From an optimization exercise on the open Yosys and OpenROAD flow, aimed at small area, a short achievable clock period and few clock cycles per item; shortcuts taken in it are not production practice.
RTL that was checked went through simulation tests only; none was proved equivalent to the original.
No driver is modelled on the clock port, so clocking that relies on it looks cheaper here than on a real chip.
Power figures rest on the tool's default switching activity, not on a simulated workload.

## east
==> module wb_slave_register, before the edit <==
module wb_slave_register #(
    parameter ADDR_WIDTH = 16,
    parameter DATA_WIDTH = 32,
    parameter GRANULE = 8,
    parameter REGISTER_NUM = 16,
    parameter SEL_WIDTH = DATA_WIDTH / GRANULE
) (
    input wire rst_i,
    input wire clk_i,
    input wire [ADDR_WIDTH-1:0] adr_i,
    input wire [DATA_WIDTH-1:0] dat_i,
    output reg [DATA_WIDTH-1:0] dat_o,
    input wire [SEL_WIDTH-1:0] sel_i,
    input wire we_i,
    input wire stb_i,
    output wire ack_o,
    output wire err_o,
    input wire cyc_i
);
    reg [DATA_WIDTH-1:0] register_value [0:REGISTER_NUM-1];
    reg ack;
    reg err;
    wire in_range = (adr_i < REGISTER_NUM);
    wire [3:0] idx = adr_i[3:0];
    wire wr = stb_i & we_i & in_range;
    wire [DATA_WIDTH-1:0] wdata = dat_i & {DATA_WIDTH{~rst_i}};
    integer i, b;
    always @(posedge clk_i) begin
        for (i = 0; i < REGISTER_NUM; i = i + 1) begin
            for (b = 0; b < SEL_WIDTH; b = b + 1) begin
                if (rst_i | (wr & (idx == i) & sel_i[b])) begin
                    register_value[i][b*GRANULE+:GRANULE] <= wdata[b*GRANULE+:GRANULE];
                end
            end
        end
    end
    always @(posedge clk_i) begin
        if (rst_i) begin
            ack <= 1'b0;
            err <= 1'b0;
        end else begin
            ack <= stb_i & in_range & ~ack;
            err <= stb_i & ~in_range & ~err;
        end
    end
    always @(posedge clk_i) begin
        dat_o <= register_value[idx];
    end
    assign ack_o = ack;
    assign err_o = err;
endmodule
export LEC_CHECK = 0
export CAP_MARGIN = 20
export CORE_MARGIN = 2
export CORE_UTILIZATION = 60
export SETUP_SLACK_MARGIN = 3.0
export SLEW_MARGIN = 20
create_clock -name core_clock -period 5.0 [get_ports {clk_i}]
run.sh (not shown) runs the stock make flow with config.mk's settings and CLKGATE_MAP_FILE= SYNTH_SCRIPT=/design/flow/synth_recipe.tcl, a recipe that flattens the netlist after the stock synthesis.
Testbench counts of east, summed over its fixed seeds: cycles 14,392, items 4,800.
Inputs modified between east and north:
diff --git a/flow/design.v b/flow/design.v
--- a/flow/design.v
+++ b/flow/design.v
@@ -21,11 +21,11 @@
     reg [DATA_WIDTH-1:0] register_value [0:REGISTER_NUM-1];
     reg ack;
     reg err;
     wire in_range = (adr_i < REGISTER_NUM);
     wire [3:0] idx = adr_i[3:0];
-    wire wr = stb_i & we_i & in_range;
+    wire wr = ack & we_i;
     wire [DATA_WIDTH-1:0] wdata = dat_i & {DATA_WIDTH{~rst_i}};
     integer i, b;
     always @(posedge clk_i) begin
         for (i = 0; i < REGISTER_NUM; i = i + 1) begin
             for (b = 0; b < SEL_WIDTH; b = b + 1) begin
==> comparison <==
north finished end to end and its layout was clean on timing, DRC and antenna. north -> east: share of async-settable or async-resettable flops after synthesis flat. Of north and east, north shows the lower clock period minus final worst setup slack, with east above it. north vs. east: met2 layer usage reported by global route fell 5.6 points, design area shrank by about 6%. The final reports for north and east show multiplexer fraction of the synthesized cell area higher in the former. east -> north: routed length per instance decreased by a few percent. Of north and east, it is north that has the lower cell count after synthesis. Re number of resized instances in the post-cts repair step: north is 29% down on east. Between north and east, it is north whose static leakage is lower, by 7.1%.
No functional check of the RTL was part of north.


Another version of the RTL of wb_slave_register (not shown whole).
Size in the first run: roughly 1100 cells after synthesis, roughly 560 flip-flops, roughly 91 I/O pins, roughly 20000 µm² of cells after synthesis.
// wb_slave_register
module wb_slave_register #(
    parameter ADDR_WIDTH = 16,
    parameter DATA_WIDTH = 32,
    parameter GRANULE = 8,
    parameter REGISTER_NUM = 16,
    parameter SEL_WIDTH = DATA_WIDTH / GRANULE
) (
    input wire rst_i,
    input wire clk_i,
    input wire [ADDR_WIDTH-1:0] adr_i,
    input wire [DATA_WIDTH-1:0] dat_i,
    output reg [DATA_WIDTH-1:0] dat_o,
    input wire [SEL_WIDTH-1:0] sel_i,
    input wire we_i,
    input wire stb_i,
    output wire ack_o,
    output wire err_o,
    input wire cyc_i
);
==> module wb_slave_register, before the edit <==
module wb_slave_register #(
    parameter ADDR_WIDTH = 16,
    parameter DATA_WIDTH = 32,
    parameter GRANULE = 8,
    parameter REGISTER_NUM = 16,
    parameter SEL_WIDTH = DATA_WIDTH / GRANULE
) (
    input wire rst_i,
    input wire clk_i,
    input wire [ADDR_WIDTH-1:0] adr_i,
    input wire [DATA_WIDTH-1:0] dat_i,
    output reg [DATA_WIDTH-1:0] dat_o,
    input wire [SEL_WIDTH-1:0] sel_i,
    input wire we_i,
    input wire stb_i,
    output wire ack_o,
    output wire err_o,
    input wire cyc_i
);
    reg [DATA_WIDTH-1:0] register_value [0:REGISTER_NUM-1];
    reg ack;
    reg err;
    wire [2:0] hi_zero;
    wbr_nor4 u_z0 (.a(adr_i[4]),  .b(adr_i[5]),  .c(adr_i[6]),  .d(adr_i[7]),  .y(hi_zero[0]));
    wbr_nor4 u_z1 (.a(adr_i[8]),  .b(adr_i[9]),  .c(adr_i[10]), .d(adr_i[11]), .y(hi_zero[1]));
    wbr_nor4 u_z2 (.a(adr_i[12]), .b(adr_i[13]), .c(adr_i[14]), .d(adr_i[15]), .y(hi_zero[2]));
    wire in_range = &hi_zero;
    wire [3:0] idx = adr_i[3:0];
    genvar g, gb, gq;
    wire [3:0] pre_lo, pre_hi;
    wbr_dec2 u_pre_lo (.a(idx[1:0]), .y(pre_lo));
    wbr_dec2 u_pre_hi (.a(idx[3:2]), .y(pre_hi));
    wire [REGISTER_NUM-1:0] rsel [0:3];
    generate for (gq = 0; gq < 4; gq = gq + 1) begin : rdec
        for (g = 0; g < REGISTER_NUM; g = g + 1) begin : line
            wbr_and2 u_s (.a(pre_lo[g % 4]), .b(pre_hi[g / 4]), .y(rsel[gq][g]));
        end
    end endgenerate
    reg [REGISTER_NUM-1:0] wrow;
    wire wr_first = ~rst_i & stb_i & we_i & ~ack;
    wire [REGISTER_NUM-1:0] wrow_d;
    wire [REGISTER_NUM-1:0] wsel = rsel[0];
    generate for (g = 0; g < REGISTER_NUM; g = g + 1) begin : wq
        wbr_and2 u_w (.a(wsel[g]), .b(wr_first), .y(wrow_d[g]));
    end endgenerate
    always @(posedge clk_i) begin
        wrow <= wrow_d;
    end
    wire [REGISTER_NUM-1:0] wrow_ok;
    generate for (g = 0; g < REGISTER_NUM; g = g + 1) begin : wok
        wbr_and2 u_k (.a(wrow[g]), .b(ack), .y(wrow_ok[g]));
    end endgenerate
    wire [SEL_WIDTH-1:0] lane_en [0:REGISTER_NUM-1];
    generate for (g = 0; g < REGISTER_NUM; g = g + 1) begin : wen
        for (gb = 0; gb < SEL_WIDTH; gb = gb + 1) begin : lane
            wbr_a21o u_en (.a1(wrow_ok[g]), .a2(sel_i[gb]), .b1(rst_i), .y(lane_en[g][gb]));
        end
    end endgenerate
    wire [DATA_WIDTH-1:0] wdata = dat_i & {DATA_WIDTH{~rst_i}};
    integer i, b;
    always @(posedge clk_i) begin
        for (i = 0; i < REGISTER_NUM; i = i + 1) begin
            for (b = 0; b < SEL_WIDTH; b = b + 1) begin
                if (lane_en[i][b]) begin
                    register_value[i][b*GRANULE+:GRANULE] <= wdata[b*GRANULE+:GRANULE];
                end
            end
        end
    end
    always @(posedge clk_i) begin
        if (rst_i) begin
            ack <= 1'b0;
            err <= 1'b0;
        end else begin
            ack <= stb_i & in_range & ~ack;
            err <= stb_i & ~in_range & ~err;
        end
    end
    wire [DATA_WIDTH-1:0] rdata;
    generate for (gb = 0; gb < DATA_WIDTH; gb = gb + 1) begin : rmux
        wire [REGISTER_NUM-1:0] col;
        for (g = 0; g < REGISTER_NUM; g = g + 1) begin : c
            assign col[g] = register_value[g][gb];
        end
        wire lo_n, hi_n;
        wbr_mux8n u_lo (.d(col[7:0]), .s(rsel[gb / 8][7:0]), .y(lo_n));
        wbr_mux8n u_hi (.d(col[15:8]), .s(rsel[gb / 8][15:8]), .y(hi_n));
        wbr_nand2 u_o (.a(lo_n), .b(hi_n), .y(rdata[gb]));
    end endgenerate
    always @(posedge clk_i) begin
        dat_o <= rdata;
    end
    assign ack_o = ack;
    assign err_o = err;
endmodule
==> module wbr_dec2, before the edit <==
module wbr_dec2 (input wire [1:0] a, output wire [3:0] y);
    assign y[0] = (a == 2'd0);
    assign y[1] = (a == 2'd1);
    assign y[2] = (a == 2'd2);
    assign y[3] = (a == 2'd3);
endmodule
Settings: LEC_CHECK=0, CAP_MARGIN=20, CORE_MARGIN=2, CORE_UTILIZATION=60, CTS_BUF_LIST=sky130_fd_sc_hd__clkbuf_8, CTS_CLUSTER_DIAMETER=60, CTS_CLUSTER_SIZE=16, SETUP_SLACK_MARGIN=3.15, SLEW_MARGIN=20, SYNTH_HIERARCHICAL=1, SYNTH_MINIMUM_KEEP_SIZE=0; clock period 5.0 ns.
standard.sh (not shown) runs the stock make flow with config.mk's settings and CLKGATE_MAP_FILE= SYNTH_SCRIPT=/design/flow/synth_recipe.tcl, a recipe that flattens the netlist after the stock synthesis.
==> flow/flow/run.sh <==
#!/bin/bash
# The standard layout, with one change at the end of clock tree synthesis
# (flow/post_cts.tcl, run through ORFS's POST_CTS_TCL hook): the tree's root
# buffer, which drives only the few buffers of the tree's first level, is
# removed and the clock port drives those buffers directly; timing is then
# repaired again as the CTS step does. Every register's clock still goes
# through the same number of buffers, so the skew between registers is
# unchanged.
set -euo pipefail
export POST_CTS_TCL="$PWD/flow/post_cts.tcl"
bash standard.sh finish > flow_standard.log 2>&1
==> flow/flow/post_cts.tcl <==
set block [ord::get_db_block]
set clk_net [$block findNet clk_i]
set loads [$clk_net getITerms]
set root ""
if {[llength $loads] == 1} {
  set root [[lindex $loads 0] getInst]
  if {![string match "sky130_fd_sc_hd__clkbuf_*" [[$root getMaster] getName]]} {
    set root ""
  }
}
if {$root != ""} {
  set out_net [[$root findITerm X] getNet]
  set sinks {}
  foreach it [$out_net getITerms] {
    if {[$it getInst] != $root} { lappend sinks $it }
  }
  if {[llength $sinks] <= 4} {
    puts "post_cts: removing [$root getName], moving [llength $sinks] pins to clk_i"
    foreach it $sinks {
      $it disconnect
      $it connect $clk_net
    }
    [$root findITerm A] disconnect
    odb::dbInst_destroy $root
    odb::dbNet_destroy $out_net
    estimate_parasitics -placement
    repair_timing_helper
    detailed_placement
    check_placement -verbose
  } else {
    puts "post_cts: root buffer drives [llength $sinks] pins; nothing changed"
  }
} else {
  puts "post_cts: clock port does not drive a single clock buffer; nothing changed"
}
Testbench counts at the start, summed over its fixed seeds: cycles 14,392, items 4,800.
Change:
--- a/flow/design.v
+++ b/flow/design.v
@@ -24,40 +24,30 @@
     wire [2:0] hi_zero;
     wbr_nor4 u_z0 (.a(adr_i[4]),  .b(adr_i[5]),  .c(adr_i[6]),  .d(adr_i[7]),  .y(hi_zero[0]));
     wbr_nor4 u_z1 (.a(adr_i[8]),  .b(adr_i[9]),  .c(adr_i[10]), .d(adr_i[11]), .y(hi_zero[1]));
     wbr_nor4 u_z2 (.a(adr_i[12]), .b(adr_i[13]), .c(adr_i[14]), .d(adr_i[15]), .y(hi_zero[2]));
     wire in_range = &hi_zero;
     wire [3:0] idx = adr_i[3:0];
-    genvar g, gb, gq;
-    wire [3:0] pre_lo, pre_hi;
-    wbr_dec2 u_pre_lo (.a(idx[1:0]), .y(pre_lo));
-    wbr_dec2 u_pre_hi (.a(idx[3:2]), .y(pre_hi));
-    wire [REGISTER_NUM-1:0] rsel [0:3];
-    generate for (gq = 0; gq < 4; gq = gq + 1) begin : rdec
-        for (g = 0; g < REGISTER_NUM; g = g + 1) begin : line
-            wbr_and2 u_s (.a(pre_lo[g % 4]), .b(pre_hi[g / 4]), .y(rsel[gq][g]));
-        end
-    end endgenerate
+    wire [REGISTER_NUM-1:0] rsel;
+    genvar g, gb;
+    wbr_dec4 u_dec (.a(idx), .y(rsel));
     reg [REGISTER_NUM-1:0] wrow;
-    wire wr_first = ~rst_i & stb_i & we_i & ~ack;
+    wire wr_first = ~rst_i & stb_i & we_i & in_range & ~ack;
+    wire [REGISTER_NUM-1:0] wsel;
     wire [REGISTER_NUM-1:0] wrow_d;
-    wire [REGISTER_NUM-1:0] wsel = rsel[0];
+    wbr_dec4 u_wdec (.a(idx), .y(wsel));
     generate for (g = 0; g < REGISTER_NUM; g = g + 1) begin : wq
         wbr_and2 u_w (.a(wsel[g]), .b(wr_first), .y(wrow_d[g]));
     end endgenerate
     always @(posedge clk_i) begin
         wrow <= wrow_d;
     end
-    wire [REGISTER_NUM-1:0] wrow_ok;
-    generate for (g = 0; g < REGISTER_NUM; g = g + 1) begin : wok
-        wbr_and2 u_k (.a(wrow[g]), .b(ack), .y(wrow_ok[g]));
-    end endgenerate
     wire [SEL_WIDTH-1:0] lane_en [0:REGISTER_NUM-1];
     generate for (g = 0; g < REGISTER_NUM; g = g + 1) begin : wen
         for (gb = 0; gb < SEL_WIDTH; gb = gb + 1) begin : lane
-            wbr_a21o u_en (.a1(wrow_ok[g]), .a2(sel_i[gb]), .b1(rst_i), .y(lane_en[g][gb]));
+            wbr_a21o u_en (.a1(wrow[g]), .a2(sel_i[gb]), .b1(rst_i), .y(lane_en[g][gb]));
         end
     end endgenerate
     wire [DATA_WIDTH-1:0] wdata = dat_i & {DATA_WIDTH{~rst_i}};
     integer i, b;
     always @(posedge clk_i) begin
         for (i = 0; i < REGISTER_NUM; i = i + 1) begin
@@ -81,27 +71,27 @@
     generate for (gb = 0; gb < DATA_WIDTH; gb = gb + 1) begin : rmux
         wire [REGISTER_NUM-1:0] col;
         for (g = 0; g < REGISTER_NUM; g = g + 1) begin : c
             assign col[g] = register_value[g][gb];
         end
         wire lo_n, hi_n;
-        wbr_mux8n u_lo (.d(col[7:0]), .s(rsel[gb / 8][7:0]), .y(lo_n));
-        wbr_mux8n u_hi (.d(col[15:8]), .s(rsel[gb / 8][15:8]), .y(hi_n));
+        wbr_mux8n u_lo (.d(col[7:0]), .s(rsel[7:0]), .y(lo_n));
+        wbr_mux8n u_hi (.d(col[15:8]), .s(rsel[15:8]), .y(hi_n));
         wbr_nand2 u_o (.a(lo_n), .b(hi_n), .y(rdata[gb]));
     end endgenerate
     always @(posedge clk_i) begin
         dat_o <= rdata;
     end
     assign ack_o = ack;
     assign err_o = err;
 endmodule
-module wbr_dec2 (input wire [1:0] a, output wire [3:0] y);
-    assign y[0] = (a == 2'd0);
-    assign y[1] = (a == 2'd1);
-    assign y[2] = (a == 2'd2);
-    assign y[3] = (a == 2'd3);
+module wbr_dec4 (input wire [3:0] a, output wire [15:0] y);
+    genvar k;
+    generate for (k = 0; k < 16; k = k + 1) begin : d
+        assign y[k] = (a == k);
+    end endgenerate
 endmodule
 module wbr_nor4 (input wire a, input wire b, input wire c, input wire d, output wire y);
     assign y = ~(a | b | c | d);
 endmodule
 module wbr_and2 (input wire a, input wire b, output wire y);
     assign y = a & b;
After rerunning:
- wire length is higher by 13%
- non-clock buffer count is higher by 89
- final area is higher by about 4.4%
- setup slack gets worse by 120 ps
- flip-flop and latch count does not change
- die area barely changes
- power is higher by about 1.6%
- fmax is lower by 6.0%
Only the layout flow was run in the second run of this note; the RTL was not checked for function there.

==> what the ideal ports hide <==
No port has a modelled driver above. Below, the same layouts with a new extraction and two added sets of constraints. Step 1 sets driving cells, clkbuf_16 on the clock port and buf_2 on the other inputs (assumed; they add their load-dependent delay and slew). Step 2 adds t to the input delays and takes it off the output delays; t is the mean of the earliest and latest rising clock arrival at the registers after step 1. Input paths then give back, and output paths get back, about the clock's delay inside the block. Three values: ideal, step 1, step 2; two values: the first two.
run | t (ns) | setup WS [ns] | worst setup path after step 2 | latest minus earliest clock arrival (ns) | worst slew at a driven data input, ns
east | 0.651 | 2.344 / 2.368 / 1.717 | input to register | 0.030 / 0.030 | 0.24
north | 0.651 | 2.896 / 2.840 / 2.199 | input to register | 0.024 / 0.024 | 0.26
the first run of note 2 | 0.482 | 3.086 / 3.006 / 2.646 | input to register | 0.029 / 0.028 | 0.18
the second run of note 2 | 0.480 | 2.963 / 2.974 / 2.494 | input to register | 0.038 / 0.038 | 0.22
After both steps every run listed still meets setup and hold. The setup slack of north, which loses most, moves by -0.056 ns with the drivers and by -0.697 ns with both steps.
